Context: an optimization exercise on an open-source flow, tuned for small area and a short achievable clock period. The choices shown serve that exercise and are no tape-out recipe.
Function was not checked in any run shown here: the RTL went through the layout flow alone.
Power and IR drop assume default switching activity.

## design/flow/design.v

```verilog
module ks_sum #(parameter N = 25, parameter L = 5) (
	input  wire [N-1:0] g,
	input  wire [N-1:0] p,
	input  wire         cin,
	output wire [N-1:0] s
);
	wire [N-1:0] gg [0:L];
	wire [N-1:0] pp [0:L];
	assign gg[0] = g;
	assign pp[0] = p;
	genvar k, i;
	generate
		for (k = 0; k < L; k = k + 1) begin : lvl
			for (i = 0; i < N; i = i + 1) begin : bit_
				if (i >= (1 << k)) begin : comb
					assign gg[k+1][i] = gg[k][i] | (pp[k][i] & gg[k][i - (1 << k)]);
					assign pp[k+1][i] = pp[k][i] & pp[k][i - (1 << k)];
				end else begin : pass
					assign gg[k+1][i] = gg[k][i];
					assign pp[k+1][i] = pp[k][i];
				end
			end
		end
	endgenerate
	assign s = p ^ {gg[L][N-2:0], cin};
endmodule
module ks_add #(parameter N = 8, parameter L = 3) (
	input  wire [N-1:0] a,
	input  wire [N-1:0] b,
	input  wire         cin,
	output wire [N-1:0] s,
	output wire         cout
);
	wire [N-1:0] p = a ^ b;
	wire [N-1:0] g [0:L];
	wire [N-1:0] q [0:L];
	assign g[0] = {(a[N-1:1] & b[N-1:1]), (a[0] & b[0]) | (p[0] & cin)};
	assign q[0] = p;
	genvar k, i;
	generate
		for (k = 0; k < L; k = k + 1) begin : lvl
			for (i = 0; i < N; i = i + 1) begin : bit_
				if (i >= (1 << k)) begin : comb
					assign g[k+1][i] = g[k][i] | (q[k][i] & g[k][i - (1 << k)]);
					assign q[k+1][i] = q[k][i] & q[k][i - (1 << k)];
				end else begin : pass
					assign g[k+1][i] = g[k][i];
					assign q[k+1][i] = q[k][i];
				end
			end
		end
	endgenerate
	assign s = p ^ {g[L][N-2:0], cin};
	assign cout = g[L][N-1];
endmodule
module ks_absdiff #(parameter N = 8, parameter L = 3) (
	input  wire [N-1:0] a,
	input  wire [N-1:0] b,
	output wire [N-1:0] amb,
	output wire [N-1:0] bma,
	output wire         age
);
	wire [N-1:0] p = a ^ ~b;
	wire [N-1:0] g [0:L];
	wire [N-1:0] q [0:L];
	assign g[0] = a & ~b;
	assign q[0] = p;
	genvar k, i;
	generate
		for (k = 0; k < L; k = k + 1) begin : lvl
			for (i = 0; i < N; i = i + 1) begin : bit_
				if (i >= (1 << k)) begin : comb
					assign g[k+1][i] = g[k][i] | (q[k][i] & g[k][i - (1 << k)]);
					assign q[k+1][i] = q[k][i] & q[k][i - (1 << k)];
				end else begin : pass
					assign g[k+1][i] = g[k][i];
					assign q[k+1][i] = q[k][i];
				end
			end
		end
	endgenerate
	wire [N-1:0] c0 = {g[L][N-2:0], 1'b0};                   
	wire [N-1:0] c1 = {g[L][N-2:0] | q[L][N-2:0], 1'b1};     
	assign amb = p ^ c1;
	assign bma = ~(p ^ c0);
	assign age = g[L][N-1] | q[L][N-1];
endmodule
module lzc25(
	input  wire [24:0] v,
	output wire [4:0]  n
);
	wire [31:0] x = {v, 7'h7f};
	wire [15:0] z1;             
	wire [15:0] c1;             
	genvar i;
	generate
		for (i = 0; i < 16; i = i + 1) begin : l1
			assign z1[i] = ~(x[2*i+1] | x[2*i]);
			assign c1[i] = ~x[2*i+1];
		end
	endgenerate
	wire [7:0] z2;
	wire [1:0] c2 [0:7];
	generate
		for (i = 0; i < 8; i = i + 1) begin : l2
			assign z2[i] = z1[2*i+1] & z1[2*i];
			assign c2[i] = z1[2*i+1] ? {1'b1, c1[2*i]} : {1'b0, c1[2*i+1]};
		end
	endgenerate
	wire [3:0] z3;
	wire [2:0] c3 [0:3];
	generate
		for (i = 0; i < 4; i = i + 1) begin : l3
			assign z3[i] = z2[2*i+1] & z2[2*i];
			assign c3[i] = z2[2*i+1] ? {1'b1, c2[2*i]} : {1'b0, c2[2*i+1]};
		end
	endgenerate
	wire [1:0] z4;
	wire [3:0] c4 [0:1];
	generate
		for (i = 0; i < 2; i = i + 1) begin : l4
			assign z4[i] = z3[2*i+1] & z3[2*i];
			assign c4[i] = z3[2*i+1] ? {1'b1, c3[2*i]} : {1'b0, c3[2*i+1]};
		end
	endgenerate
	assign n = z4[1] ? {1'b1, c4[0]} : {1'b0, c4[1]};
endmodule
module float_addsub(
	input wire clk,
	input wire [31:0] v1,
	input wire [31:0] v2,
	input wire op,
	output wire [31:0] vres
);
	wire        s1 = v1[31];
	wire        s2 = v2[31] ^ op;
	wire [7:0]  e1 = v1[30:23];
	wire [7:0]  e2 = v2[30:23];
	wire        sub = s1 ^ s2;
	wire [30:0] bg = v1[30:0] & ~v2[30:0];
	wire [30:0] be = ~(v1[30:0] ^ v2[30:0]);
	function automatic [1:0] cmpc(input [1:0] hi, input [1:0] lo);  
		cmpc = {hi[1] | (hi[0] & lo[1]), hi[0] & lo[0]};
	endfunction
	function automatic [1:0] cmp8(input [7:0] g, input [7:0] e);
		reg [1:0] a0, a1, a2, a3, b0, b1;
		begin
			a0 = cmpc({g[1], e[1]}, {g[0], e[0]});
			a1 = cmpc({g[3], e[3]}, {g[2], e[2]});
			a2 = cmpc({g[5], e[5]}, {g[4], e[4]});
			a3 = cmpc({g[7], e[7]}, {g[6], e[6]});
			b0 = cmpc(a1, a0);
			b1 = cmpc(a3, a2);
			cmp8 = cmpc(b1, b0);
		end
	endfunction
	wire [1:0] ce  = cmp8(bg[30:23], be[30:23]);
	wire [1:0] cf2 = cmp8(bg[22:15], be[22:15]);
	wire [1:0] cf1 = cmp8(bg[14:7], be[14:7]);
	wire [1:0] cf0 = cmp8({bg[6:0], 1'b0}, {be[6:0], 1'b1});
	wire [1:0] cf  = cmpc(cf2, cmpc(cf1, cf0));
	wire        gt = ce[1] | (ce[0] & cf[1]);    
	wire        eq = ce[0] & cf[0];
	wire [7:0]  d12, d21;
	wire        c12;
	ks_absdiff #(8, 3) adiff(.a(e1), .b(e2), .amb(d12), .bma(d21), .age(c12));
	wire        ez = (e1 == 8'd0) | (e2 == 8'd0);      
	reg         r1_s1, r1_eqs, r1_sub, r1_gt, r1_ez;
	reg  [7:0]  r1_e;
	reg  [22:0] r1_f1, r1_f2;
	reg  [7:0]  r1_d12, r1_d21;
	reg         r1_c12;
	always @(posedge clk) begin
		r1_s1   <= s1;
		r1_eqs  <= eq & sub;                
		r1_sub  <= sub;
		r1_gt   <= gt;
		r1_e    <= ce[1] ? e1 : e2;
		r1_f1   <= v1[22:0];
		r1_f2   <= v2[22:0];
		r1_ez   <= ez;
		r1_d12  <= d12;                     
		r1_d21  <= d21;                     
		r1_c12  <= c12;                     
	end
	wire        bz = (r1_e == 8'd0);                   
	wire [7:0]  d = r1_c12 ? r1_d12 : r1_d21;         
	wire        far = r1_ez | (d[7:5] != 3'd0) | (d[4:3] == 2'b11);
	wire [22:0] fb = r1_gt ? r1_f1 : r1_f2;
	wire [23:0] x0 = {1'b1, r1_gt ? r1_f2 : r1_f1};
	wire [23:0] x1 = d[4] ? {16'b0, x0[23:16]} : x0;
	wire [23:0] x2 = d[3] ? {8'b0, x1[23:8]} : x1;
	reg         r2_s, r2_sub, r2_hb;
	reg  [7:0]  r2_e;
	reg  [22:0] r2_fb;
	reg  [23:0] r2_x;
	reg  [2:0]  r2_sh;
	always @(posedge clk) begin
		r2_s    <= (r1_gt ? r1_s1 : r1_s1 ^ r1_sub) & ~r1_eqs;
		r2_sub  <= r1_sub;
		r2_hb   <= ~bz;                          
		r2_e    <= r1_e;
		r2_fb   <= fb & {23{~bz}};
		r2_x    <= x2 & {24{~far}};
		r2_sh   <= d[2:0];
	end
	wire [23:0] x3 = r2_sh[2] ? {4'b0, x2_r[23:4]} : x2_r;
	wire [23:0] x2_r = r2_x;
	wire [23:0] x4 = r2_sh[1] ? {2'b0, x3[23:2]} : x3;
	wire [23:0] x5 = r2_sh[0] ? {1'b0, x4[23:1]} : x4;
	wire [24:0] opa = {1'b0, r2_hb, r2_fb};
	wire [24:0] opb = {r2_sub, x5 ^ {24{r2_sub}}};
	wire [24:0] gen = {opa[24:1] & opb[24:1], (opa[0] & opb[0]) | ((opa[0] ^ opb[0]) & r2_sub)};
	wire [24:0] pro = opa ^ opb;
	reg         r3_s, r3_cin;
	reg  [7:0]  r3_e;
	reg  [24:0] r3_g, r3_p;
	always @(posedge clk) begin
		r3_s    <= r2_s;
		r3_cin  <= r2_sub;
		r3_e    <= r2_e;
		r3_g    <= gen;
		r3_p    <= pro;
	end
	wire [24:0] sum;
	ks_sum #(25, 5) addm(.g(r3_g), .p(r3_p), .cin(r3_cin), .s(sum));
	reg         r4_s;
	reg  [7:0]  r4_e;
	reg  [24:0] r4_r;
	always @(posedge clk) begin
		r4_s    <= r3_s;
		r4_e    <= r3_e;
		r4_r    <= sum;
	end
	wire [4:0] lz;
	lzc25 lzm(.v(r4_r), .n(lz));
	reg         r5_s;
	reg  [7:0]  r5_e;
	reg  [24:0] r5_r;
	reg  [4:0]  r5_lz;
	always @(posedge clk) begin
		r5_s    <= r4_s;
		r5_e    <= r4_e;
		r5_r    <= r4_r;
		r5_lz   <= lz;
	end
	wire [24:0] n0 = r5_lz[4] ? {r5_r[8:0], 16'b0} : r5_r;
	wire [24:0] n1 = r5_lz[3] ? {n0[16:0], 8'b0} : n0;
	wire [24:0] n2 = r5_lz[2] ? {n1[20:0], 4'b0} : n1;
	wire [24:0] n3 = r5_lz[1] ? {n2[22:0], 2'b0} : n2;
	wire [24:0] n4 = r5_lz[0] ? {n3[23:0], 1'b0} : n3;
	reg         r6_s;
	reg  [7:0]  r6_e;
	reg  [4:0]  r6_lz;
	reg  [22:0] r6_f;
	always @(posedge clk) begin
		r6_s    <= r5_s;
		r6_e    <= r5_e;
		r6_lz   <= r5_lz;
		r6_f    <= n4[23:1];
	end
	wire [7:0]  ne = (r6_lz == 5'd25) ? 8'd0 : r6_e + 8'd1 - {3'b0, r6_lz};
	reg  [31:0] r7;
	always @(posedge clk) begin
		r7 <= {r6_s, ne, r6_f};
	end
	assign vres = r7;
endmodule
```

## design/flow/flow/run.sh

```bash
#!/bin/bash
set -euo pipefail
export BUFFER_PORTS_ARGS="-buffer_cell sky130_fd_sc_hd__buf_1"
bash standard.sh > standard_flow.log 2>&1
```

## design/flow/constraint.sdc

```tcl
create_clock -name core_clock -period 4.0 [get_ports {clk}]
set_input_delay 0.8000 -clock core_clock [delete_from_list [all_inputs] [get_ports {clk}]]
set_output_delay 0.8000 -clock core_clock [all_outputs]
set_load 0.01 [all_outputs]
```

## design/flow/standard.sh

```bash
#!/bin/bash
# synth_recipe.tcl (not shown) runs the flow's synth.tcl, then flattens the netlist and writes it again
# the make line also repeats each setting of config.mk as NAME=value (left out here)
make -C /OpenROAD-flow-scripts/flow DESIGN_CONFIG=/design/flow/config.mk WORK_HOME=/design/flow/orfs CLKGATE_MAP_FILE= SYNTH_SCRIPT=/design/flow/synth_recipe.tcl "${@:-finish}"
```

## design/flow/config.mk

```make
export PLATFORM = sky130hd
export DESIGN_NAME = float_addsub
export DESIGN_NICKNAME = float_addsub
export VERILOG_FILES = /design/flow/design.v
export SDC_FILE = /design/flow/constraint.sdc
export NUM_CORES = 4
export LEC_CHECK = 0
export ABC_CLOCK_PERIOD_IN_PS = 1800
export CAP_MARGIN = 20
export CORE_MARGIN = 2
export CORE_UTILIZATION = 60
export CTS_BUF_LIST = sky130_fd_sc_hd__clkbuf_16
export CTS_CLUSTER_DIAMETER = 100
export CTS_CLUSTER_SIZE = 30
export SETUP_SLACK_MARGIN = 1.9
export SLEW_MARGIN = 20
```

==> summary.txt, run 1 <==
status complete, no violations; worst min-delay path class register to register; Total GRT Usage 21.1%; asr flop ratio synth 0%; f_max 0.483 GHz; CTS tree done; GP Congestion 0.886; initial core utilization 61.3%; critical path data required time 4.40 ns; worst-case clock buffer depth 3; Post-synth EDFFs 0; Mapped Avg Cell Area 10.6 µm²; Residual DRC 0; largest net degree at the start of global routing 37; DRT Pass-1 Iters 4; vias in the first global route 8,000; htree depth 1; core footprint 21,000 µm²; CP cell instances buf_12 -> inv_12 -> ha_4 -> inv_4 -> fa_2 -> inv_2 -> a21o_1 -> a21oi_4 -> o21ai_2 -> nor2_2 -> buf_6 -> mux2_4; Setup Skew 0.0248 ns; # clock sinks 335; DRT iter0 DRCs 226; crit path launch type primary input; RSZ-0062 raised after global routing yes; Final Hold Viols 0; cts bufs inserted 15; multi-input logic area 5820 µm²; Final ANT Viol Nets 0; area post-placement 13,500 µm²; total grt overflow 0; Tot Pwr 9.30 mW; register area 6720 µm²; slowest CP cell mux2_4; Via density 5.29; YS warnings 4; WL/cell 14.9 µm; CTS Root Cell clkbuf_16; CP Class primary input to register; final antenna diode count 0; Die H 151 µm; Synth cell types 65; fin crit period 2.07 ns; critical path arrival 2.47 ns; Detailed Place HPWL 18,100 µm; syn nets 1,346; Place WS 0.971 ns; top_reg_cell synth dfxtp_1; # hold bufs at CTS 0; TNS Setup 0 ns; cell family with most CP delay compound AO/OA/AOI/OAI gates; Layout Nets 1,425; Max FO, Critical Path 7; LEAKAGE 6.02 nW; fin worst setup slack 1.93 ns; Power Dens Cells 660 nW/µm²; row count 53; share of cells above drive strength 1 8.69%; design area 14,100 µm²; routed wire length 23,300 µm; first-pass GRT wire length 38,700 µm; clock latency (worst-skew pair) 0.50 ns; Critical Path Max Stage Delay 0.30 ns; Buf/Inv on CP 5; clk slew on worst S/H paths 0.11 ns; die width 151 µm; Area Growth Syn to Fin 9.25%; peak supply drop 0.378 mV; I/O pin total 98; Mapped Area 12,900 µm²; Worst-Margin Slew 0.993 ns; Worst Setup End Kind register; # Max-Cap Violations 0; fillers 1,710; Final setup viols 0; Synth Instances 1,211; antenna violations before repair 0; I/O Buffers 97; flops & latches, synth 335; sequential fraction of the synthesis area 52.0%; via count 8,280; Final Cycle Share 51.7%; die area 22,700 µm²; Rel. slew slack 33.8%; Slew Limit Fails 0
-- power breakdown --
| part | internal, mW | switching (mW) | total, mW |
|---|---|---|---|
| Sequential | 4.28 | 0.651 | 4.94 |
| Clock | 0.695 | 0.968 | 1.66 |
| Combinational | 1.26 | 1.44 | 2.70 |
| Total | 6.24 | 3.06 | 9.30 |
-- per-layer routing --
layer	GRT usage, %	vias up	wire (µm)
met5	0	-	0
met4	7.15	0	828
met3	2.58	51	676
met2	39.2	150	11800
met1	25.1	3738	9960
li1	-	4341	-
-- final timing paths --
| kind | end | slack (ns) | depth (start not counted) | startpoint |
|---|---|---|---|---|
| worst max-delay path | r1_e[5]$_DFF_P_ | 1.93 | 12 | v2[23] |
| worst min-delay path | r6_e[3]$_DFF_P_ | 0.33 | 0 | r5_e[3]$_DFF_P_ |
| worst max register to register | r7[30]$_SDFF_PN0_ | 1.94 | 13 | r6_e[1]$_DFF_P_ |
| worst min register to register | r6_e[3]$_DFF_P_ | 0.33 | 0 | r5_e[3]$_DFF_P_ |
-- registers in the layout, indices dropped and copies added, names as in the netlist, 23 cells and up --
register / count
r7: 32
r4_r: 25
r2_x: 24
r3_g: 24
r3_p: 24
r5_r: 24
r1_f1: 23
r1_f2: 23
r2_fb: 23
r6_f: 23
-- repair_timing --
item,in CTS,in global routing
endpoints found under the setup margin,62,50
buffers inserted,2,4
pin swaps,3,10
gates cloned,0,1
resized for setup,13,30
-- metrics by stage --
step                utilization (%)  std cells  hold WS, ns
floorplan                         -       1211        0.310
global placement               64.2       1541        0.310
detailed placement             64.3       1541        0.312
CTS                            66.4       1559        0.334
global route                   67.0       1564        0.339
finish                         67.0       1564        0.329
-- Yosys cell counts (3+ instances only) --
cell	n	area share, %
o21a_1	3	0.17
clkbuf_1	29	0.84
a22oi_1	7	0.41
nor3_1	25	0.97
a21oi_1	59	2.3
nor2b_1	12	0.58
or2_2	3	0.15
buf_6	3	0.26
nand2_1	58	1.7
o32ai_1	3	0.20
nand4_1	8	0.39
mux2_2	25	2.2
nand2b_1	4	0.19
a31oi_1	11	0.53
nor4_1	10	0.49
buf_1	9	0.26
o31ai_1	3	0.17
a211oi_1	14	0.82
xor2_1	21	1.4
xnor2_1	49	3.3
ha_1	67	6.5
or4_1	3	0.17
dfxtp_1	335	52
a21o_1	29	1.7
buf_2	10	0.39
mux4_2	8	1.4
a2bb2oi_1	4	0.27
and2_1	3	0.15
mux2i_1	112	8.7
mux4_1	3	0.61
o21ai_0	43	1.7
inv_1	62	1.8
and3_1	7	0.34
a2111oi_0	3	0.20
buf_4	3	0.17
nand3_1	12	0.47
a311oi_1	3	0.20
nor2_1	113	3.3
-- cell families after synthesis --
logic type      after synthesis  share of synthesized area, %
compound gates              207                          10.4
xor+xnor                     70                          4.76
fa+ha+maj                    69                          6.81
buf+inv                     118                          3.80
flops                       335                          52.0
mux                         149                          13.0
simple gates                263                          9.16
-- cell type report --
class | count | area share [%]
Clock buffer | 15 | 2.67
Clock inverter | 1 | 0.213
Inverter | 64 | 1.84
Multi-Input combinational cell | 758 | 41.3
Sequential cell | 335 | 47.7
Tap cell | 275 | 2.44
Timing Repair Buffer | 115 | 3.78
Timing Repair inverter | 1 | 0.0355
-- worst reg2reg max path: stages, from the launching register on --
cell,delay (ns)
dfxtp_1,0.33
inv_1,0.05
ha_1,0.28
inv_1,0.06
ha_2,0.16
inv_1,0.05
fa_2,0.34
nor2b_2,0.14
o21ai_1,0.07
nand2b_1,0.10
a21o_1,0.13
a21oi_1,0.07
xnor2_1,0.14
nor2_1,0.05
-- cells in the final DEF (no fill, tap or decap), types with 4 or more instances in the layout --
cell | synthesis | routed
buf_1 | 9 | 94
nand3_1 | 12 | 12
a22oi_1 | 7 | 7
nand2_1 | 58 | 58
o21ai_1 | 1 | 4
nor2b_1 | 12 | 10
mux4_2 | 8 | 8
and3_1 | 7 | 7
buf_4 | 3 | 16
dfxtp_2 | 0 | 5
a31oi_1 | 11 | 10
inv_1 | 62 | 57
nor2_1 | 113 | 112
nor4_1 | 10 | 9
xnor2_1 | 49 | 49
ha_1 | 67 | 62
dfxtp_1 | 335 | 328
nand2b_1 | 4 | 4
nand4_1 | 8 | 8
xor2_1 | 21 | 21
mux2_2 | 25 | 19
a211oi_1 | 14 | 14
a21oi_1 | 59 | 58
a21o_1 | 29 | 29
nor3_1 | 25 | 24
o21ai_0 | 43 | 39
clkbuf_16 | 0 | 15
a2bb2oi_1 | 4 | 4
mux2_4 | 1 | 7
mux2i_1 | 112 | 111
==> run 2: changes to the inputs <==
--- a/design/flow/config.mk
+++ b/design/flow/config.mk
@@ -6,5 +6,5 @@
 export NUM_CORES = 4
 export LEC_CHECK = 0
-export ABC_CLOCK_PERIOD_IN_PS = 1800
+export ABC_AREA = 1
 export CAP_MARGIN = 20
 export CORE_MARGIN = 2
==> run 2 against run 1 <==
Effect of this change:
- largest cell class unchanged
- critical path type is now register to register
- sequential cell count unchanged
- non-clock buffer count decreased by 9
- sequential power hardly changed
==> summary.txt, run 2 <==
status complete, no violations; WL/cell 13.1 µm (-12%); asr flop ratio synth 0% (unchanged); row count 55 (+3.8%); Most flops, register r7; via count 10,500 (+27%); initial core utilization 60.8% (-0.49 points); share of cells above drive strength 1 3.46% (-5.2 points); number of flip-flops in the largest register 32 (unchanged); non-filler cells, final 2,107 (+35%); fillers 2,035 (+19%); routed wire length 27,500 µm (+18%); worst-case clock buffer depth 3 (unchanged); CTS Root Cell clkbuf_16; Worst Hold End r6_e[0]$_DFF_P_; FF-to-FF End r3_p[21]$_DFF_P_; htree depth 1 (unchanged); cts bufs inserted 15 (unchanged); Post-synth EDFFs 0 (unchanged); Area Growth Syn to Fin 7.15%; RSZ-0062 raised after global routing no; crit path launch type register; synth cell count leaders nand2_1 (522), dfxtp_1 (335), inv_1 (199), nand3_1 (158), nor2_1 (97); Final Hold Viols 0 (unchanged); critical path arrival 2.33 ns (-0.14 ns); f_max 0.515 GHz (+6.5%); Final Cycle Share 48.6% (-3.2 points); Detailed Place HPWL 22,000 µm (+21%); TNS Setup 0 ns (unchanged); clk slew on worst S/H paths 0.10 ns (about the same); post-synth top area share 49.0% (-3.0 points); peak supply drop 0.359 mV (-4.9%); # Max-Cap Violations 0 (unchanged); Worst Setup SP r2_sh[0]$_DFF_P_; Worst-Margin Slew 0.760 ns (-0.233 ns); GP Congestion 0.930 (+5.0%); top_reg_cell synth dfxtp_1; antenna violations before repair 0 (unchanged); most frequent cells in the layout nand2_1 (522), dfxtp_1 (334), inv_1 (196), nand3_1 (158); most common cell in the netlist nand2_1; most common cell after layout, fill and taps aside nand2_1; LEAKAGE 7.19 nW (+20%); post-placement cell count 2,087 (+35%); first-pass GRT wire length 45,600 µm (+18%); I/O pin total 98 (unchanged); Mapped Avg Cell Area 7.81 µm² (-27%); Slew Limit Fails 0 (unchanged); DRT Pass-1 Iters 5 (+1); Final ANT Viol Nets 0 (unchanged); flops & latches, synth 335 (unchanged); die width 155 µm (+3.0%); final hold slack 0.335 ns (+0.00546 ns); Top Registers r7 x32, r4_r x25; DRT iter0 DRCs 523 (+130%); Layout Nets 1,955 (+37%); CP Class register to register; Mapped Area 13,700 µm² (+6.2%); total grt overflow 0 (unchanged); vias in the first global route 9,673 (+21%); YS warnings 4 (unchanged); Die H 155 µm (+3.0%); die area 24,000 µm² (+6.0%); Residual DRC 0 (unchanged); RR Startpoint r2_sh[0]$_DFF_P_; largest net degree at the start of global routing 62 (+68%); Area contributors post-synth dfxtp_1 (49%), nand2_1 (14%), ha_1 (6.1%); Synth Instances 1,752 (+45%); worst min-delay path class register to register; syn nets 1,887 (+40%); final antenna diode count 0 (unchanged); Setup Skew 0.0141 ns (-0.0107 ns); R2R Setup Slk 2.06 ns (+0.12 ns); Worst Setup End Kind register; # clock sinks 335 (unchanged); Hold Crit Depth 0 (unchanged); Max FO, Critical Path 25 (+18); Synth cell types 47 (-28%); critical path data required time 4.39 ns (about the same); clock latency (worst-skew pair) 0.50 ns (about the same); Rel. slew slack 49.3% (+15 points); cells on worst reg2reg path 6 (-7); Total GRT Usage 23.1% (+2.0 points); CTS tree done; Final setup viols 0 (unchanged); Setup Buffers After CTS 0 (-2); Via density 4.99 (-5.7%); I/O Buffers 97 (unchanged); core footprint 22,500 µm² (+7.0%); Power Dens Cells 689 nW/µm² (+4.4%); fin crit period 1.94 ns (-0.126 ns); sequential fraction of the synthesis area 49.0% (-3.0 points); Yosys top cell by area dfxtp_1; HP Start r5_e[0]$_DFF_P_
[run 2: timing repair]
| item | in CTS | in global routing |
|---|---|---|
| resized for setup | 2 | 5 |
| gates cloned | 0 | 1 |
| hold buffers | 0 | 0 |
| setup endpoints to repair | 19 | 23 |
[run 2: worst max-delay path by stage]
stage / depth (start not counted) / endpoint
detailed placement: 9 / r1_gt$_DFF_P_
global route: 8 / r6_f[6]$_DFF_P_
floorplan: 9 / r1_e[1]$_DFF_P_
CTS: 8 / r3_p[21]$_DFF_P_
global placement: 9 / r1_gt$_DFF_P_
finish: 6 / r3_p[21]$_DFF_P_
[run 2: where the power goes]
part / internal, mW / switching, mW
registers: 4.35 / 0.580
logic: 1.25 / 2.25
clock network: 0.703 / 0.980
total: 6.30 / 3.81
[run 2: stage by stage]
step	total power [mW]	area, µm²	utilization, %	setup WS, ns
after floorplan	7.47	13700	-	1.91
after global placement	8.45	14200	63.2	1.56
after detailed placement	8.51	14200	63.2	1.56
after CTS	10.2	14600	65.1	1.95
after global routing	10.9	14700	65.2	1.90
final	10.1	14700	65.2	2.06
[run 2: metal layers]
| metal | up-vias | routed length [µm] | global-route usage [%] |
|---|---|---|---|
| li1 | 5671 | - | - |
| met3 | 40 | 903 | 2.40 |
| met1 | 4637 | 12300 | 29.4 |
| met2 | 171 | 13500 | 41.9 |
| met5 | - | 0 | 0 |
| met4 | 0 | 749 | 6.26 |
[run 2: kinds of logic after synthesis]
kind of cell	synth area share, %
compound gates	8.02
xor+xnor	3.39
fa+ha+maj	6.42
buf+inv	7.61
flops	49.0
mux	0.439
simple gates	25.1
[run 2: cell type report]
type                    instances  area (µm²)  area share (%)
well taps                     285         357            2.43
inverters                     206         790            5.38
repair buffers                106         432            2.94
multi-input cells            1155        5950            40.6
clock inverters                 4        41.3           0.282
flip-flops and latches        335        6710            45.8
clock buffers                  15         375            2.56
repair inverters                1        7.51          0.0512
[run 2: critical path, stage by stage, from the launching register on]
cell	delay [ns]
dfxtp_1	0.32
buf_4	0.25
clkinvlp_4	0.41
a31oi_1	0.33
xor2_1	0.19
inv_1	0.06
ha_1	0.26
==> run 3: changes to the inputs <==
==> design/flow/config.mk (replaced) <==
export PLATFORM = sky130hd
export DESIGN_NAME = float_addsub
export DESIGN_NICKNAME = float_addsub
export VERILOG_FILES = /design/flow/design.v
export SDC_FILE = /design/flow/constraint.sdc
export NUM_CORES = 4
export LEC_CHECK = 0
export CAP_MARGIN = 20
export CORE_MARGIN = 2
export CORE_UTILIZATION = 60
export CTS_BUF_LIST = sky130_fd_sc_hd__clkbuf_8
export CTS_CLUSTER_DIAMETER = 60
export CTS_CLUSTER_SIZE = 22
export SETUP_SLACK_MARGIN = 1.9
export SLEW_MARGIN = 20
==> run 3 against run 2 <==
Effect of this change:
- still clean
- sequential cell count is the same
- critical path depth grew 6
- area after synthesis shrank 5.8%
- clock skew grew 0.0041 ns
- hold slack is essentially flat
- non-clock buffer count grew 8
- setup slack lost 0.075 ns
- maximum frequency shrank 3.7%
- clock power grew 8%
- utilization grew 2.4 points
==> summary.txt, run 3 <==
cell family with most CP delay compound AO/OA/AOI/OAI gates; GR Util met2 39.0% (-3.0 points); # hold bufs at CTS 0 (unchanged); met3 Track Usage GR 3.12% (+0.73 points); slowest CP cell mux2_4; Final setup viols 0 (unchanged); peak supply drop 0.369 mV (+2.5%); Die H 151 µm (-2.9%); CP cell instances buf_6 -> inv_12 -> ha_4 -> inv_2 -> fa_2 -> inv_1 -> a21o_1 -> a21oi_4 -> o21ai_2 -> nor2_2 -> buf_6 -> mux2_4; initial core utilization 61.3% (+0.49 points); Post-Synth Simple-Gate Area 9.16% (-16 points); Setup Skew 0.0183 ns (+0.00414 ns); met1 Resource Use GR 24.9% (-4.5 points); R2R Setup Slk 2.00 ns (-0.06 ns); antenna violations before repair 0 (unchanged); Slew Limit Fails 0 (unchanged); clk slew on worst S/H paths 0.12 ns (+0.02 ns); via count 8,354 (-21%); Area Growth Syn to Fin 10.2%; I/O pin total 98 (unchanged); syn nets 1,346 (-29%); largest net degree at the start of global routing 37 (-40%); crit path launch type primary input; Final Cycle Share 50.5% (+1.9 points); asr flop ratio synth 0% (unchanged); Mapped Avg Cell Area 10.6 µm² (+36%); Detailed Place HPWL 18,100 µm (-18%); Power Dens Cells 668 nW/µm² (-3.1%); Mapped Area 12,900 µm² (-5.8%); Worst-Margin Slew 0.995 ns (+0.235 ns); share of cells above drive strength 1 10.8% (+7.3 points); Final Hold Viols 0 (unchanged); Yosys top cell by area dfxtp_1; first-pass GRT wire length 39,000 µm (-14%); die width 151 µm (-2.9%); routed wire length 23,600 µm (-15%); Total GRT Usage 21.3% (-1.8 points); core footprint 21,000 µm² (-6.6%); status complete, no violations; RR Startpoint r3_p[10]$_DFF_P_; worst min-delay path class register to register; main combinational cell family by area after synthesis multiplexers; Hold Crit Depth 0 (unchanged); TNS Setup 0 ns (unchanged); CP Class primary input to register; worst-case clock buffer depth 3 (unchanged); total grt overflow 0 (unchanged); f_max 0.495 GHz (-3.7%); Buf/Inv on CP 5 (+2); area post-placement 13,500 µm² (-5.0%); number of flip-flops in the largest register 32 (unchanged); flops & latches, synth 335 (unchanged); sequential fraction of the synthesis area 52.0% (+3.0 points); busiest grt layer met2; Synth Instances 1,211 (-31%); Layout Nets 1,433 (-27%); row count 53 (-3.6%); Worst Hold End r4_e[7]$_DFF_P_; Synth Area in XOR/XNOR 4.76% (+1.4 points); Final ANT Viol Nets 0 (unchanged); CTS Root Cell clkbuf_8; top_reg_cell synth dfxtp_1; Worst Setup SP v2[23]; fin crit period 2.02 ns (+0.0752 ns); Rel. slew slack 33.6% (-16 points); Area contributors post-synth dfxtp_1 (52%), mux2i_1 (8.7%), ha_1 (6.5%); Most flops, register r7; GP Congestion 0.886 (-4.8%); critical path arrival 2.48 ns (+0.15 ns); post-synth top area share 52.0% (+3.0 points); cts bufs inserted 24 (+9); RSZ-0062 raised after global routing no; # clock sinks 335 (unchanged); # Max-Cap Violations 0 (unchanged); DRT iter0 DRCs 201 (-62%); WL/cell 14.9 µm (+14%); most common cell after layout, fill and taps aside dfxtp_1; DRT Pass-1 Iters 5 (unchanged); Synth cell types 65 (+38%); adder-cell share of the synthesized area 6.81% (+0.40 points); vias in the first global route 8,211 (-15%); Residual DRC 0 (unchanged); I/O Buffers 97 (unchanged); most common cell in the netlist dfxtp_1; Via density 5.27 (+5.5%); cells on worst reg2reg path 7 (+1); Worst Setup End Kind register; HP Start r3_e[7]$_DFF_P_; multiplexer area fraction after synthesis 13.0% (+13 points); post-synthesis compound-gate area fraction 10.4% (+2.4 points); FF-to-FF End r4_r[23]$_DFF_P_; Critical Path Max Stage Delay 0.30 ns (-0.11 ns); critical path data required time 4.46 ns (+0.07 ns); Top Registers r7 x32, r4_r x25; synth cell count leaders dfxtp_1 (335), nor2_1 (113), mux2i_1 (112), ha_1 (67), inv_1 (62); die area 22,700 µm² (-5.7%); Max FO, Critical Path 8 (-68%); Tot Pwr 9.49 mW (-6.2%); clock latency (worst-skew pair) 0.56 ns (+0.06 ns); YS warnings 4 (unchanged); LEAKAGE 6.05 nW (-16%); CTS tree done; htree depth 1 (unchanged); cell mode on critical path buf_6; Post-synth EDFFs 0 (unchanged); design area 14,200 µm² (-3.1%); final antenna diode count 0 (unchanged); most frequent cells in the layout dfxtp_1 (326), nor2_1 (112), mux2i_1 (111), buf_1 (95), ha_1 (60)
-- run 3: cells by family (layout without fill, tap and decap cells) --
kind of cell	Yosys count	after routing
compound gates	207	207
simple gates	263	263
xor+xnor	70	70
fa+ha+maj	69	69
flops	335	335
mux	149	149
buf+inv	118	218
-- run 3: worst max-delay path by stage --
| stage | to | depth (start not counted) |
|---|---|---|
| 2_1_floorplan | r1_e[3]$_DFF_P_ | 11 |
| 3_3_place_gp | r1_e[2]$_DFF_P_ | 12 |
| 3_5_place_dp | r1_e[2]$_DFF_P_ | 12 |
| 4_1_cts | r7[30]$_SDFF_PN0_ | 12 |
| 5_1_grt | r4_r[24]$_DFF_P_ | 8 |
| 6_report | r1_e[5]$_DFF_P_ | 12 |
-- run 3: layout make-up --
type / count / area (µm²)
fillers: 1702 / 6810
flip-flops and latches: 335 / 6720
multi-input cells: 758 / 5860
repair buffers: 114 / 508
clock buffers: 26 / 358
well taps: 275 / 344
inverters: 64 / 256
clock inverters: 13 / 150
repair inverters: 1 / 5.00
-- run 3: what timing repair did --
item / in CTS / in global routing
setup buffers: 1 / 4
setup endpoints to repair: 63 / 51
gates resized for setup: 18 / 24
pin swaps: 7 / 11
cloned: 0 / 1
-- run 3: metal layers --
metal  up-vias  wire length (µm)
li1       4371                 -
met1      3765             10100
met2       160             11700
met3        58               860
met4         0               895
met5         -                 0
-- run 3: power breakdown --
group | internal (mW) | switching, mW
clock | 0.672 | 1.14
combinational | 1.27 | 1.46
sequential | 4.29 | 0.649
total | 6.23 | 3.26
-- run 3: metrics by stage --
step / util [%] / hold slack, ns / instances / setup slack, ns
finish: 67.6 / 0.335 / 1586 / 1.98
global route: 67.6 / 0.305 / 1586 / 1.91
CTS: 66.9 / 0.300 / 1581 / 1.91
detailed placement: 64.3 / 0.312 / 1541 / 0.971
global placement: 64.2 / 0.310 / 1541 / 1.03
floorplan: - / 0.310 / 1211 / 1.54
==> run 4: changes to the inputs <==
--- a/design/flow/design.v
+++ b/design/flow/design.v
@@ -219,5 +219,5 @@
 		r3_s    <= r2_s;
 		r3_cin  <= r2_sub;
-		r3_e    <= r2_e;
+		r3_e    <= r2_e + 8'd1;
 		r3_g    <= gen;
 		r3_p    <= pro;
@@ -260,5 +260,5 @@
 		r6_f    <= n4[23:1];
 	end
-	wire [7:0]  ne = (r6_lz == 5'd25) ? 8'd0 : r6_e + 8'd1 - {3'b0, r6_lz};
+	wire [7:0]  ne = (r6_lz == 5'd25) ? 8'd0 : r6_e - {3'b0, r6_lz};
 	reg  [31:0] r7;
 	always @(posedge clk) begin
--- a/design/flow/config.mk
+++ b/design/flow/config.mk
@@ -9,7 +9,7 @@
 export CORE_MARGIN = 2
 export CORE_UTILIZATION = 60
-export CTS_BUF_LIST = sky130_fd_sc_hd__clkbuf_8
-export CTS_CLUSTER_DIAMETER = 60
-export CTS_CLUSTER_SIZE = 22
+export CTS_BUF_LIST = sky130_fd_sc_hd__clkbuf_16
+export CTS_CLUSTER_DIAMETER = 100
+export CTS_CLUSTER_SIZE = 30
 export SETUP_SLACK_MARGIN = 1.9
 export SLEW_MARGIN = 20
==> run 4 against run 3 <==
Effect of this change:
- critical path depth unchanged
- sequential power increased by 3%
- register-to-register slack about the same
- clock power decreased by 8%
- critical path type unchanged
- critical endpoint is now r1_e[3]$_DFF_P_
==> summary.txt, run 4 <==
status complete, no violations; via count 8,567 (+2.5%); Layout Nets 1,448 (+1.0%); FF-to-FF End r5_lz[1]$_DFF_P_; # Max-Cap Violations 0 (unchanged); cts bufs inserted 15 (-38%); worst-case clock buffer depth 3 (unchanged); CTS Root Cell clkbuf_16; cells on worst reg2reg path 6 (-1); Die H 151 µm (+0.15%); initial core utilization 61.3% (about the same); HP Start r4_e[3]$_DFF_P_; critical path arrival 2.56 ns (+0.08 ns); Detailed Place HPWL 18,600 µm (+2.5%); number of flip-flops in the largest register 32 (unchanged); Mapped Area 12,900 µm² (+0.30%); Worst Setup End Kind register; Final Cycle Share 54.3% (+3.8 points); YS warnings 4 (unchanged); htree depth 1 (unchanged); critical path data required time 4.39 ns (-0.07 ns); antenna violations before repair 0 (unchanged); sequential fraction of the synthesis area 51.9% (-0.16 points); vias in the first global route 8,172 (-0.47%); first-pass GRT wire length 39,000 µm (about the same); TNS Setup 0 ns (unchanged); I/O pin total 98 (unchanged); multi-input logic area 5900 µm² (+0.60%); Setup Skew 0.0252 ns (+0.00694 ns); most common cell after layout, fill and taps aside dfxtp_1; Synth cell types 60 (-7.7%); # hold bufs at CTS 0 (unchanged); CP cell instances buf_12 -> inv_12 -> ha_4 -> inv_2 -> fa_2 -> nor2b_2 -> o21ai_2 -> a21oi_2 -> o21ai_2 -> a21oi_4 -> buf_12 -> mux2_4; I/O Buffers 97 (unchanged); Residual DRC 0 (unchanged); RR Startpoint r4_r[22]$_DFF_P_; Critical Path Max Stage Delay 0.34 ns (+0.04 ns); DRT iter0 DRCs 329 (+64%); Final Hold Viols 0 (unchanged); LEAKAGE 5.96 nW (-1.4%); syn nets 1,360 (+1.0%); GP Congestion 0.925 (+4.5%); Final setup viols 0 (unchanged); Slew Limit Fails 0 (unchanged); f_max 0.461 GHz (-7.1%); DRT Pass-1 Iters 5 (unchanged); core footprint 21,100 µm² (+0.32%); fin crit period 2.17 ns (+0.153 ns); clock latency (worst-skew pair) 0.50 ns (-0.06 ns); Yosys top cell by area dfxtp_1; die width 151 µm (+0.15%); Synth Instances 1,230 (+1.6%); worst min-delay path class register to register; synth cell count leaders dfxtp_1 (335), nor2_1 (112), mux2i_1 (110), a21oi_1 (71); RSZ-0062 raised after global routing yes; most common cell in the netlist dfxtp_1; fillers 1,741 (+2.3%); R2R Setup Slk 2.00 ns (about the same); final hold slack 0.330 ns (-0.00482 ns); most frequent cells in the layout dfxtp_1 (328), nor2_1 (112), mux2i_1 (109), buf_1 (94), a21oi_1 (66); Most flops, register r7; total grt overflow 0 (unchanged); flops & latches, synth 335 (unchanged); Total GRT Usage 21.2% (-0.16 points); Hold Crit Depth 0 (unchanged); Worst Hold End r5_e[3]$_DFF_P_; CTS tree done; die area 22,700 µm² (+0.29%); final antenna diode count 0 (unchanged); share of cells above drive strength 1 8.95% (-1.8 points); Max FO, Critical Path 7 (-1); Via density 5.37 (+2.0%); Area contributors post-synth dfxtp_1 (52%), mux2i_1 (8.5%), ha_1 (6.0%); Worst-Margin Slew 0.997 ns (+0.00196 ns); peak supply drop 0.343 mV (-6.8%); asr flop ratio synth 0% (unchanged); top_reg_cell synth dfxtp_1; routed wire length 24,100 µm (+2.3%); Final ANT Viol Nets 0 (unchanged); slowest CP cell fa_2; crit path launch type primary input; Rel. slew slack 33.5% (-0.13 points); post-synth top area share 51.9% (-0.16 points); row count 53 (unchanged); CP Class primary input to register; clk slew on worst S/H paths 0.10 ns (-0.02 ns); Mapped Avg Cell Area 10.5 µm² (-1.2%); # clock sinks 335 (unchanged); Power Dens Cells 659 nW/µm² (-1.4%); Post-synth EDFFs 0 (unchanged); Area Growth Syn to Fin 9.96%; WL/cell 15.1 µm (+1.8%); largest net degree at the start of global routing 37 (unchanged); register area 6720 µm² (about the same); Worst Setup SP v2[23]; Top Registers r7 x32, r4_r x25
## run 4: cell types whose count changed in the layout (fill, tap and decap cells not counted), sizes merged, moves of 8 or more
cell    change
nand3       +8
a21oi      +12
o21ai      +11
clkbuf     -11
a31oi       -8
nor3        -8
## run 4: kinds of logic (layout without fill, tap and decap cells)
logic type               after synthesis  in the layout  synth area share, %
XOR/XNOR                              69             69                 4.67
AND/OR/NAND/NOR                      272            272                 9.80
flip-flops                           335            335                 51.9
adder cells (fa/ha/maj)               64             64                 6.31
buffers and inverters                113            202                 3.37
multiplexers                         149            149                 13.0
AO/OA/AOI/OAI                        228            228                 11.0
## run 4: layout make-up
class,count,area share (%)
timing repair buffer,121,4.09
clock buffer,15,2.64
sequential,335,47.3
timing repair inverter,1,0.0528
tap,275,2.42
multi-input combinational,782,41.5
inverter,62,1.75
clock inverter,3,0.299
## run 4: worst max path at each step
| stage | end |
|---|---|
| after floorplan | r1_e[2]$_DFF_P_ |
| after global placement | r1_e[4]$_DFF_P_ |
| after detailed placement | r1_e[2]$_DFF_P_ |
| after CTS | r1_e[3]$_DFF_P_ |
| after global routing | r1_e[2]$_DFF_P_ |
| final | r1_e[3]$_DFF_P_ |
## run 4: where the power goes
group          switching [mW]  leakage, nW  internal [mW]  total, mW
registers               0.759         2.81           4.31       5.07
logic                    1.39         2.94           1.24       2.63
clock network           0.965        0.206          0.702       1.67
total                    3.11         5.96           6.25       9.36
## run 4: routing by layer
metal	track usage (%)	up-vias	wire length [µm]	part of all wire, %
li1	-	4449	-	-
met1	25.4	3932	10300	43
met5	0	-	0	0
met3	2.50	44	692	2.9
met4	6.59	0	637	2.6
met2	39.5	142	12400	52
## run 4: critical path: cells and delay by family
| family | cells | cell delay [ns] |
|---|---|---|
| AOI/OAI and AO/OA | 4 | 0.55 |
| buffers and inverters | 4 | 0.33 |
| muxes | 1 | 0.29 |
| adders and majority gates | 2 | 0.46 |
| and+or+nand+nor | 1 | 0.13 |
## run 4: through the flow
| step | area (µm²) | cells | power, mW | util, % | worst slack, ns |
|---|---|---|---|---|---|
| finish | 14200 | 1594 | 9.36 | 67.4 | 1.83 |
| global route | 14200 | 1594 | 10.0 | 67.4 | 1.79 |
| CTS | 14100 | 1589 | 9.41 | 67.0 | 1.83 |
| detailed placement | 13600 | 1562 | 7.74 | 64.3 | 0.992 |
| global placement | 13600 | 1562 | 7.69 | 64.3 | 1.02 |
| floorplan | 13000 | 1230 | 6.95 | - | 1.44 |
## run 4: timing repair
item / CTS / global route
setup endpoints to repair: 65 / 36
resized for setup: 23 / 15
setup buffers: 9 / 4
gates cloned: 0 / 1
pin swaps: 7 / 6
==> run 5: changes to the inputs <==
--- a/design/flow/config.mk
+++ b/design/flow/config.mk
@@ -12,4 +12,4 @@
 export CTS_CLUSTER_DIAMETER = 100
 export CTS_CLUSTER_SIZE = 30
-export SETUP_SLACK_MARGIN = 1.9
+export SETUP_SLACK_MARGIN = 2.0
 export SLEW_MARGIN = 20
==> run 5 against run 4 <==
Effect of this change:
- sequential power down 0.8%
- clock power barely moved
- global-route usage up 0.64 points
- maximum frequency decreased by 0.82%
- die area unchanged
- wire length is 3.1% higher
- critical path type unchanged
- power up 1.1%
- hold slack lost 0.0071 ns
- largest cell class unchanged
- register-to-register slack gained 0.06 ns
==> summary.txt, run 5 <==
syn nets 1,360 (unchanged); Setup Skew 0.0137 ns (-0.0116 ns); Area Growth Syn to Fin 11.0%; CP Class primary input to register; Rel. slew slack 56.7% (+23 points); Hold Crit Depth 0 (unchanged); TNS Setup 0 ns (unchanged); Area contributors post-synth dfxtp_1 (52%), mux2i_1 (8.5%), ha_1 (6.0%); core footprint 21,100 µm² (unchanged); Detailed Place HPWL 18,900 µm (+1.7%); Die H 151 µm (unchanged); die width 151 µm (unchanged); DRT iter0 DRCs 298 (-9.4%); RSZ-0062 raised after global routing yes; Worst Setup End Kind register; Final setup viols 0 (unchanged); flops & latches, synth 335 (unchanged); cts bufs inserted 15 (unchanged); Via density 5.40 (+0.53%); share of cells above drive strength 1 10.6% (+1.7 points); GP Congestion 0.901 (-2.6%); Worst Setup SP v2[23]; CTS tree done; Total GRT Usage 21.8% (+0.64 points); internal power 6.29 mW (+0.58%); status complete, no violations; I/O Buffers 97 (unchanged); initial core utilization 61.3% (unchanged); via count 8,661 (+1.1%); # Max-Cap Violations 0 (unchanged); most common cell after layout, fill and taps aside dfxtp_1; Layout Nets 1,457 (+0.62%); WL/cell 15.5 µm (+2.5%); routed wire length 24,800 µm (+3.1%); number of flip-flops in the largest register 32 (unchanged); most frequent cells in the layout dfxtp_1 (325), nor2_1 (112), mux2i_1 (109), buf_1 (92), a21oi_1 (66); fin crit period 2.19 ns (+0.0180 ns); Worst-Margin Slew 0.647 ns (-0.351 ns); Slew Limit Fails 0 (unchanged); final antenna diode count 0 (unchanged); RR Startpoint r3_p[3]$_DFF_P_; final hold slack 0.323 ns (-0.00712 ns); Final Cycle Share 54.7% (+0.45 points); top_reg_cell synth dfxtp_1; crit path launch type primary input; clock power share 17.7% (about the same); switching part of the total power 33.6% (+0.34 points); htree depth 1 (unchanged); post-synth top area share 51.9% (unchanged); cells on worst reg2reg path 6 (unchanged); worst min-delay path class register to register; Power Dens Cells 660 nW/µm² (+0.13%); Most flops, register r7; peak supply drop 0.299 mV (-13%); non-filler cells, final 1,603 (+0.56%); synth cell count leaders dfxtp_1 (335), nor2_1 (112), mux2i_1 (110), a21oi_1 (71); Top Registers r7 x32, r4_r x25; most common cell in the netlist dfxtp_1; sequential fraction of the synthesis area 51.9% (unchanged); Synth Instances 1,230 (unchanged); YS warnings 4 (unchanged); # clock sinks 335 (unchanged); largest net degree at the start of global routing 37 (unchanged); Final Hold Viols 0 (unchanged); critical path arrival 2.57 ns (about the same); LEAKAGE 6.01 nW (+0.78%); Mapped Avg Cell Area 10.5 µm² (unchanged); FF-to-FF End r4_r[23]$_DFF_P_; CTS Root Cell clkbuf_16; end point of the critical path r1_e[6]$_DFF_P_; row count 53 (unchanged); total grt overflow 0 (unchanged); Synth cell types 60 (unchanged); vias in the first global route 8,413 (+2.9%); Post-synth EDFFs 0 (unchanged); post-placement cell count 1,562 (unchanged); antenna violations before repair 0 (unchanged); R2R Setup Slk 2.06 ns (+0.06 ns); worst-case clock buffer depth 3 (unchanged); I/O pin total 98 (unchanged); asr flop ratio synth 0% (unchanged); Residual DRC 0 (unchanged); Sequential Power Share 53.2% (-0.9 points); logic gate share of total power 29.1% (+1.0 points); DRT Pass-1 Iters 5 (unchanged); critical path data required time 4.38 ns (about the same); Max FO, Critical Path 8 (+1); clk slew on worst S/H paths 0.10 ns (about the same); clock latency (worst-skew pair) 0.49 ns (about the same); Mapped Area 12,900 µm² (unchanged); Yosys top cell by area dfxtp_1; f_max 0.457 GHz (-0.82%); Final ANT Viol Nets 0 (unchanged); die area 22,700 µm² (unchanged); first-pass GRT wire length 40,000 µm (+2.5%); P_sw 3.18 mW (+2.1%)
run 5: cells by family (layout without fill, tap and decap cells):
| kind of cell | Yosys count | in the layout | share of synthesized area [%] |
|---|---|---|---|
| xor gates and xnor gates | 69 | 69 | 4.67 |
| muxes | 149 | 149 | 13.0 |
| and+or+nand+nor | 272 | 272 | 9.80 |
| buffers and inverters | 113 | 211 | 3.37 |
| DFF | 335 | 335 | 51.9 |
| AOI/OAI and AO/OA | 228 | 228 | 11.0 |
| adders and majority gates | 64 | 64 | 6.31 |
run 5: cell type report:
cell class | instances | area [µm²]
inverters | 62 | 249
fillers | 1698 | 6730
flip-flops and latches | 335 | 6720
repair inverters | 1 | 7.51
well taps | 275 | 344
repair buffers | 130 | 659
multi-input cells | 782 | 5960
clock buffers | 15 | 375
clock inverters | 3 | 32.5
run 5: worst max-delay path, stage by stage:
cell	delay, ns
buf_12	0.11
inv_12	0.04
ha_4	0.12
inv_2	0.03
fa_2	0.33
nor2b_2	0.12
o21ai_2	0.07
a21oi_2	0.20
o21ai_2	0.10
a21oi_4	0.18
buf_12	0.15
mux2_4	0.29
run 5: how the worst min path moves through the flow:
stage                            startpoint                to
after floorplan                r2_s$_DFF_P_      r3_s$_DFF_P_
after global routing      r1_d21[0]$_DFF_P_  r2_sh[0]$_DFF_P_
after CTS                 r1_d21[0]$_DFF_P_  r2_sh[0]$_DFF_P_
final                     r1_d21[0]$_DFF_P_  r2_sh[0]$_DFF_P_
after detailed placement  r1_d21[0]$_DFF_P_  r2_sh[0]$_DFF_P_
after global placement         r4_s$_DFF_P_      r5_s$_DFF_P_
run 5: layer usage:
| metal | part of all wire, % | routed length [µm] | global-route usage (%) | up-vias |
|---|---|---|---|---|
| li1 | - | - | - | 4462 |
| met1 | 42 | 10500 | 25.3 | 4018 |
| met2 | 53 | 13200 | 42.4 | 136 |
| met3 | 2.7 | 669 | 2.26 | 45 |
| met4 | 2.3 | 561 | 5.98 | 0 |
| met5 | 0 | 0 | 0 | - |
run 5: metrics by stage:
| stage | total power [mW] | util (%) | cell area [µm²] | setup slack (ns) |
|---|---|---|---|---|
| 2_1_floorplan | 6.95 | - | 13000 | 1.44 |
| 3_3_place_gp | 7.69 | 64.5 | 13600 | 1.01 |
| 3_5_place_dp | 7.75 | 64.5 | 13600 | 0.965 |
| 4_1_cts | 9.49 | 67.5 | 14200 | 1.79 |
| 5_1_grt | 10.1 | 68.1 | 14400 | 1.77 |
| 6_report | 9.47 | 68.1 | 14400 | 1.81 |
run 5: what timing repair did:
action                     CTS  global route
setup endpoints to repair   80            41
setup buffers               14             8
cloned                       1             0
hold buffers                 0             0
resized for setup           32            21
pin swaps                    9            13
run 5: power by group through the flow:
stage	combinational, mW	sequential, mW	clock (mW)
finish	2.76	5.03	1.68
global route	3.11	5.17	1.84
CTS	2.73	5.04	1.72
detailed placement	2.64	5.11	0
global placement	2.60	5.09	0
floorplan	2.09	4.86	0
==> run 6: changes to the inputs <==
--- a/design/flow/design.v
+++ b/design/flow/design.v
@@ -167,5 +167,5 @@
 	wire        ez = (e1 == 8'd0) | (e2 == 8'd0);      
 	reg         r1_s1, r1_eqs, r1_sub, r1_gt, r1_ez;
-	reg  [7:0]  r1_e;
+	reg  [7:0]  r1_e2;
 	reg  [22:0] r1_f1, r1_f2;
 	reg  [7:0]  r1_d12, r1_d21;
@@ -176,5 +176,5 @@
 		r1_sub  <= sub;
 		r1_gt   <= gt;
-		r1_e    <= ce[1] ? e1 : e2;
+		r1_e2   <= e2;
 		r1_f1   <= v1[22:0];
 		r1_f2   <= v2[22:0];
@@ -184,5 +184,6 @@
 		r1_c12  <= c12;                     
 	end
-	wire        bz = (r1_e == 8'd0);                   
+	wire        bz = r1_ez & (r1_d12 == 8'd0);         
+	wire [7:0]  eb = r1_c12 ? r1_e2 + r1_d12 : r1_e2;   
 	wire [7:0]  d = r1_c12 ? r1_d12 : r1_d21;         
 	wire        far = r1_ez | (d[7:5] != 3'd0) | (d[4:3] == 2'b11);
@@ -200,5 +201,5 @@
 		r2_sub  <= r1_sub;
 		r2_hb   <= ~bz;                          
-		r2_e    <= r1_e;
+		r2_e    <= eb;
 		r2_fb   <= fb & {23{~bz}};
 		r2_x    <= x2 & {24{~far}};
--- a/design/flow/config.mk
+++ b/design/flow/config.mk
@@ -12,4 +12,4 @@
 export CTS_CLUSTER_DIAMETER = 100
 export CTS_CLUSTER_SIZE = 30
-export SETUP_SLACK_MARGIN = 2.0
+export SETUP_SLACK_MARGIN = 1.9
 export SLEW_MARGIN = 20
==> run 6 against run 5 <==
Effect of this change:
- still clean on timing, DRC and antenna
- cell count grew 1.3%
- sequential share of layout area shrank 0.39 points
- hold slack better by 0.011 ns
- sequential power barely moved
- clock power is essentially flat
- maximum frequency rose by 9.7%
- utilization down 1.8 points
- clock skew increased by 0.012 ns
- setup slack improved by 0.19 ns
- global-route usage is 1.2 points lower
- wire length decreased by 2.4%
- die area increased by 3.3%
- largest cell class unchanged
==> summary.txt, run 6 <==
number of flip-flops in the largest register 32 (unchanged); clk slew on worst S/H paths 0.10 ns (about the same); Yosys top cell by area dfxtp_1; Slew Limit Fails 0 (unchanged); Total GRT Usage 20.6% (-1.2 points); crit path launch type register; Top Registers r7 x32, r4_r x25; Worst Setup End Kind register; syn nets 1,402 (+3.1%); Synth cell types 64 (+6.7%); f_max 0.501 GHz (+9.7%); # hold bufs at CTS 0 (unchanged); first-pass GRT wire length 40,200 µm (+0.38%); TNS Setup 0 ns (unchanged); most common cell in the netlist dfxtp_1; Max FO, Critical Path 3 (-5); via count 8,682 (+0.24%); worst min-delay path class register to register; Die H 153 µm (+1.7%); vias in the first global route 8,371 (-0.50%); top_reg_cell synth dfxtp_1; Setup Skew 0.0261 ns (+0.0124 ns); I/O Buffers 97 (unchanged); logic gate share of total power 29.7% (+0.6 points); DRT iter0 DRCs 288 (-3.4%); busiest grt layer met2; Worst-Margin Slew 0.998 ns (+0.351 ns); # Max-Cap Violations 0 (unchanged); initial core utilization 61.3% (about the same); met3 Track Usage GR 2.55% (+0.29 points); largest net degree at the start of global routing 37 (unchanged); GR Util met2 38.2% (-4.3 points); Area contributors post-synth dfxtp_1 (50%), mux2i_1 (8.9%), ha_1 (6.5%); critical path data required time 4.40 ns (+0.02 ns); Final ANT Viol Nets 0 (unchanged); core footprint 21,800 µm² (+3.5%); Detailed Place HPWL 19,000 µm (+0.33%); row count 54 (+1.9%); Power Dens Cells 662 nW/µm² (+0.38%); Via density 5.35 (-1.1%); Final Hold Viols 0 (unchanged); I/O pin total 98 (unchanged); die area 23,500 µm² (+3.3%); CTS Root Cell clkbuf_16; share of cells above drive strength 1 7.07% (-3.5 points); WL/cell 14.9 µm (-3.7%); met1 Resource Use GR 25.3% (about the same); status complete, no violations; most common cell after layout, fill and taps aside dfxtp_1; cts bufs inserted 15 (unchanged); switching part of the total power 33.2% (-0.37 points); htree depth 1 (unchanged); CTS tree done; fin crit period 2.00 ns (-0.193 ns); Mapped Avg Cell Area 10.6 µm² (+0.64%); Rel. slew slack 33.5% (-23 points); RSZ-0062 raised after global routing yes; synth cell count leaders dfxtp_1 (335), mux2i_1 (119), nor2_1 (94), a21oi_1 (72), inv_1 (70); peak supply drop 0.366 mV (+22%); post-placement cell count 1,607 (+2.9%); internal power 6.40 mW (+1.7%); final hold slack 0.334 ns (+0.0108 ns); CP Class register to register; GP Congestion 0.936 (+3.9%); final antenna diode count 0 (unchanged); antenna violations before repair 0 (unchanged); R2R Setup Slk 2.00 ns (-0.06 ns); worst-case clock buffer depth 3 (unchanged); most frequent cells in the layout dfxtp_1 (331), mux2i_1 (119), buf_1 (96), nor2_1 (92), a21oi_1 (71); cells on worst reg2reg path 9 (+3); area post-placement 14,000 µm² (+3.1%); asr flop ratio synth 0% (unchanged); LEAKAGE 6.13 nW (+2.0%); Residual DRC 0 (unchanged); Final setup viols 0 (unchanged); Post-synth EDFFs 0 (unchanged); clock power share 17.4% (-0.3 points); fillers 1,813 (+6.8%); flops & latches, synth 335 (unchanged); die width 153 µm (+1.7%); Area Growth Syn to Fin 8.13%; routed wire length 24,300 µm (-2.4%); non-filler cells, final 1,624 (+1.3%); Most flops, register r7; Hold Crit Depth 0 (unchanged); sequential fraction of the synthesis area 50.2% (-1.7 points); final core occ 66.3% (-1.8 points); Sequential Power Share 52.9% (-0.3 points); YS warnings 4 (unchanged); P_sw 3.18 mW (about the same); DRT Pass-1 Iters 4 (-1); Final Cycle Share 49.9% (-4.8 points); clock latency (worst-skew pair) 0.50 ns (about the same); total grt overflow 0 (unchanged); design area 14,500 µm² (+0.73%); critical path arrival 2.40 ns (-0.17 ns); Mapped Area 13,400 µm² (+3.4%); Synth Instances 1,264 (+2.8%); # clock sinks 335 (unchanged); Layout Nets 1,482 (+1.7%); post-synth top area share 50.2% (-1.7 points)
[run 6: final timing paths]
path	from	end
worst min-delay path	r3_e[6]$_DFF_P_	r4_e[6]$_DFF_P_
worst max register to register	r1_d21[0]$_DFF_P_	r2_e[6]$_DFF_P_
worst min register to register	r3_e[6]$_DFF_P_	r4_e[6]$_DFF_P_
worst max-delay path	r1_d21[0]$_DFF_P_	r2_e[6]$_DFF_P_
[run 6: through the flow]
| step | power [mW] | setup WS, ns |
|---|---|---|
| 6_report | 9.57 | 2.00 |
| 5_1_grt | 10.3 | 1.81 |
| 4_1_cts | 9.65 | 1.90 |
| 3_5_place_dp | 7.99 | 1.38 |
| 3_3_place_gp | 7.92 | 1.42 |
| 2_1_floorplan | 7.17 | 1.88 |
[run 6: cells by family after synthesis]
kind of cell | synth area share (%)
XOR/XNOR | 4.85
adder cells (fa/ha/maj) | 6.91
AND/OR/NAND/NOR | 9.85
multiplexers | 14.0
flip-flops | 50.2
AO/OA/AOI/OAI | 10.6
buffers and inverters | 3.71
[run 6: worst max-delay path, stage by stage, from the launching register on]
cell and delay, ns:
dfxtp_1 0.37, ha_1 0.18, inv_1 0.05, fa_1 0.40, nor2b_1 0.12, o21ai_0 0.12
a21boi_1 0.22, o21a_1 0.15, nor3_1 0.05, o31ai_1 0.24
[run 6: repair_timing]
action,4_1_cts,5_1_grt
buffers inserted,0,0
resized for setup,4,10
endpoints found under the setup margin,59,39
pin swaps,0,1
[run 6: area by class of cell]
class | count | area [µm²] | share of cell area (%)
Sequential cell | 335 | 6720 | 46.5
Multi-Input combinational cell | 810 | 6220 | 43.1
Timing Repair Buffer | 111 | 470 | 3.25
Clock buffer | 15 | 375 | 2.60
Tap cell | 280 | 350 | 2.42
Inverter | 71 | 283 | 1.96
Clock inverter | 2 | 38.8 | 0.268
[run 6: routing by layer]
layer	share of wire [%]	vias to the layer above
met5	0	-
met4	2.0	0
met3	3.1	37
met2	50	150
met1	45	3939
li1	-	4556
[run 6: power by group through the flow]
| stage | clock network, mW | registers [mW] | logic [mW] |
|---|---|---|---|
| floorplan | 0 | 4.96 | 2.22 |
| global placement | 0 | 5.11 | 2.81 |
| detailed placement | 0 | 5.14 | 2.84 |
| CTS | 1.73 | 5.06 | 2.86 |
| global route | 1.85 | 5.20 | 3.22 |
| finish | 1.67 | 5.06 | 2.84 |
==> run 7: changes to the inputs <==
--- a/design/flow/design.v
+++ b/design/flow/design.v
@@ -167,5 +167,5 @@
 	wire        ez = (e1 == 8'd0) | (e2 == 8'd0);      
 	reg         r1_s1, r1_eqs, r1_sub, r1_gt, r1_ez;
-	reg  [7:0]  r1_e2;
+	reg  [7:0]  r1_e1, r1_e2;
 	reg  [22:0] r1_f1, r1_f2;
 	reg  [7:0]  r1_d12, r1_d21;
@@ -176,4 +176,5 @@
 		r1_sub  <= sub;
 		r1_gt   <= gt;
+		r1_e1   <= e1;
 		r1_e2   <= e2;
 		r1_f1   <= v1[22:0];
@@ -185,5 +186,4 @@
 	end
 	wire        bz = r1_ez & (r1_d12 == 8'd0);         
-	wire [7:0]  eb = r1_c12 ? r1_e2 + r1_d12 : r1_e2;   
 	wire [7:0]  d = r1_c12 ? r1_d12 : r1_d21;         
 	wire        far = r1_ez | (d[7:5] != 3'd0) | (d[4:3] == 2'b11);
@@ -201,5 +201,5 @@
 		r2_sub  <= r1_sub;
 		r2_hb   <= ~bz;                          
-		r2_e    <= eb;
+		r2_e    <= r1_c12 ? r1_e1 : r1_e2;     
 		r2_fb   <= fb & {23{~bz}};
 		r2_x    <= x2 & {24{~far}};
==> run 7 against run 6 <==
Effect of this change:
- critical endpoint is now r5_lz[2]$_DFF_P_
- utilization is 0.20 points lower
- sequential share of layout area rose by 1.4 points
- die area is 0.87% lower
- clock power barely moved
- synthesized cell count down 2.5%
- combinational power shrank 5%
- register-to-register slack about the same
- critical path depth fell by 3
- power shrank 1.2%
- via count is 2.4% lower
==> summary.txt, run 7 <==
syn nets 1,362 (-2.9%); top_reg_cell synth dfxtp_1; # Max-Cap Violations 0 (unchanged); initial core utilization 60.9% (-0.36 points); Area contributors post-synth dfxtp_1 (52%), mux2i_1 (7.9%), ha_1 (5.9%); logic gate share of total power 28.5% (-1.2 points); Most flops, register r7; htree depth 1 (unchanged); DRT Pass-1 Iters 4 (unchanged); status complete, no violations; post-synth top area share 51.8% (+1.7 points); die width 153 µm (-0.43%); clock power share 17.8% (+0.4 points); cell family with most CP delay simple AND/OR/NAND/NOR gates; Total GRT Usage 20.3% (-0.29 points); row count 54 (unchanged); Layout Nets 1,439 (-2.9%); Buf/Inv on CP 1 (unchanged); switching part of the total power 32.7% (-0.45 points); most frequent cells in the layout dfxtp_1 (337), mux2i_1 (105), nor2_1 (101), buf_1 (97), a21oi_1 (68); Tot Pwr 9.46 mW (-1.2%); CP Class register to register; clock latency (worst-skew pair) 0.50 ns (about the same); RR Startpoint r4_r[24]$_DFF_P_; GP Congestion 0.888 (-5.1%); Top Registers r7 x32, r4_r x25; R2R Setup Slk 2.01 ns (about the same); post-placement cell count 1,569 (-2.4%); Final Cycle Share 49.8% (-0.13 points); Mapped Avg Cell Area 10.8 µm² (+1.7%); CTS Root Cell clkbuf_16; Final Hold Viols 0 (unchanged); synth cell count leaders dfxtp_1 (343), mux2i_1 (105), nor2_1 (102), a21oi_1 (71), inv_1 (65); area post-placement 13,900 µm² (-0.96%); critical path data required time 4.36 ns (-0.04 ns); Final setup viols 0 (unchanged); internal power 6.36 mW (-0.57%); Die H 153 µm (-0.43%); FF-to-FF End r5_lz[2]$_DFF_P_; Power Dens Cells 658 nW/µm² (-0.63%); slowest CP cell or4_4; Synth cell types 59 (-7.8%); core footprint 21,800 µm² (-0.31%); Area Growth Syn to Fin 8.43%; Rel. slew slack 37.9% (+4.5 points); Post-synth EDFFs 0 (unchanged); Slew Limit Fails 0 (unchanged); CP cell instances or4_4 -> nand2b_4 -> or3_4 -> nor4_4 -> buf_4 -> a221oi_1; worst min-delay path class register to register; WL/cell 14.9 µm (about the same); Critical Path Max Stage Delay 0.55 ns (+0.15 ns); Worst Setup End Kind register; Place WS 1.09 ns (-0.295 ns); DRT iter0 DRCs 220 (-24%); most common cell after layout, fill and taps aside dfxtp_1; vias in the first global route 8,209 (-1.9%); f_max 0.502 GHz (+0.26%); cells on worst reg2reg path 6 (-3); RSZ-0062 raised after global routing yes; share of cells above drive strength 1 8.48% (+1.4 points); peak supply drop 0.366 mV (+0.16%); Mapped Area 13,300 µm² (-0.89%); first-pass GRT wire length 39,400 µm (-1.8%); LEAKAGE 6.03 nW (-1.6%); total grt overflow 0 (unchanged); Sequential Power Share 53.7% (+0.8 points); clk slew on worst S/H paths 0.10 ns (about the same); I/O pin total 98 (unchanged); YS warnings 4 (unchanged); Final ANT Viol Nets 0 (unchanged); via count 8,475 (-2.4%); number of flip-flops in the largest register 32 (unchanged); fin crit period 1.99 ns (-0.00515 ns); final core occ 66.1% (-0.20 points); cts bufs inserted 15 (unchanged); most common cell in the netlist dfxtp_1; Worst-Margin Slew 0.931 ns (-0.0669 ns); P_sw 3.10 mW (-2.6%); sequential fraction of the synthesis area 51.8% (+1.7 points); final hold slack 0.330 ns (-0.00369 ns); Max FO, Critical Path 4 (+1); antenna violations before repair 0 (unchanged); final antenna diode count 0 (unchanged); Detailed Place HPWL 18,300 µm (-3.6%); largest net degree at the start of global routing 35 (-5.4%); TNS Setup 0 ns (unchanged); critical path arrival 2.35 ns (-0.05 ns); Residual DRC 0 (unchanged); asr flop ratio synth 0% (unchanged); worst-case clock buffer depth 3 (unchanged); Synth Instances 1,232 (-2.5%); Worst Setup SP r4_r[24]$_DFF_P_; Via density 5.33 (-0.23%); flops & latches, synth 343 (+2.4%); CTS tree done; Setup Skew 0.0178 ns (-0.00825 ns); # clock sinks 343 (+2.4%); I/O Buffers 97 (unchanged); design area 14,400 µm² (-0.61%); crit path launch type register; Yosys top cell by area dfxtp_1; non-filler cells, final 1,589 (-2.2%); die area 23,300 µm² (-0.87%); Crit path depth 6 (-3); routed wire length 23,700 µm (-2.2%); end point of the critical path r5_lz[2]$_DFF_P_; fin worst setup slack 2.01 ns (+0.00515 ns); # hold bufs at CTS 0 (unchanged)
-- run 7: changes by cell type after synthesis, moves of 7 or more --
cell	delta
nand2_1	-10
clkbuf_1	+16
nor3_1	-9
nor2_1	+8
mux4_2	+10
dfxtp_1	+8
mux2i_1	-14
ha_1	-7
-- run 7: area by class of cell --
class	count	area, µm²
fill	1790	7390
sequential	343	6880
multi-input combinational	770	6000
timing repair buffer	113	488
clock buffer	15	375
tap	280	350
inverter	66	251
clock inverter	2	28.8
-- run 7: cells by family after synthesis --
group / synth area share (%)
flip-flops: 51.8
AND/OR/NAND/NOR: 9.68
AO/OA/AOI/OAI: 10.0
multiplexers: 14.2
XOR/XNOR: 4.63
adder cells (fa/ha/maj): 6.16
buffers and inverters: 3.48
-- run 7: worst min-delay path by stage --
stage          slack [ns]             start  cells past startpoint         endpoint
5_1_grt              0.34  r6_f[18]$_DFF_P_                      0   r7[18]$_DFF_P_
3_5_place_dp         0.31   r3_e[0]$_DFF_P_                      0  r4_e[0]$_DFF_P_
3_3_place_gp         0.31   r6_f[9]$_DFF_P_                      0    r7[9]$_DFF_P_
6_report             0.33  r6_f[18]$_DFF_P_                      0   r7[18]$_DFF_P_
4_1_cts              0.33  r6_f[18]$_DFF_P_                      0   r7[18]$_DFF_P_
2_1_floorplan        0.31      r2_s$_DFF_P_                      0     r3_s$_DFF_P_
-- run 7: power by group through the flow --
stage	combinational, mW	sequential [mW]	clock [mW]
floorplan	2.13	4.95	0
global placement	2.65	5.14	0
detailed placement	2.68	5.16	0
CTS	2.71	5.08	1.74
global route	3.04	5.20	1.86
finish	2.69	5.08	1.68
-- run 7: metal layers --
layer	share of wire [%]	wire length, µm	vias to the layer above	GRT usage, %
li1	-	-	4443	-
met1	45	10600	3861	24.7
met2	50	11900	137	37.6
met3	2.9	678	34	2.36
met4	2.4	580	0	6.26
met5	0	0	-	0
-- run 7: repair_timing --
action                     4_1_cts  5_1_grt
gates resized for setup          9       14
setup endpoints to repair       36       26
buffers inserted                 3        0
pin swaps                        3        2

==> static timing again, ports no longer ideal <==
The results above use ideal ports. As a check the final layouts listed here were re-extracted and re-timed, cells and wires unchanged.
Step 1 assumes that a clkbuf_16 drives the clock port and a buf_2 every other input.
Step 2 times the ports against the registers' clock, not the clock port: input delays grow and output delays shrink by t, the midpoint of the rising clock arrivals with the driver on.
Slacks: ideal ports / drivers / drivers and shift; pairs: ideal ports / drivers.
run	t, ns	setup slack, ns
run 1	0.536	1.931 / 1.915 / 1.379
run 2	0.541	2.057 / 2.057 / 1.565
run 3	0.601	1.982 / 1.973 / 1.372
run 4	0.536	1.828 / 1.834 / 1.297
run 5	0.532	1.810 / 1.810 / 1.278
run 6	0.532	2.003 / 2.003 / 1.518
run 7	0.536	2.009 / 2.009 / 1.497
After both steps setup and hold are still met in every run listed.
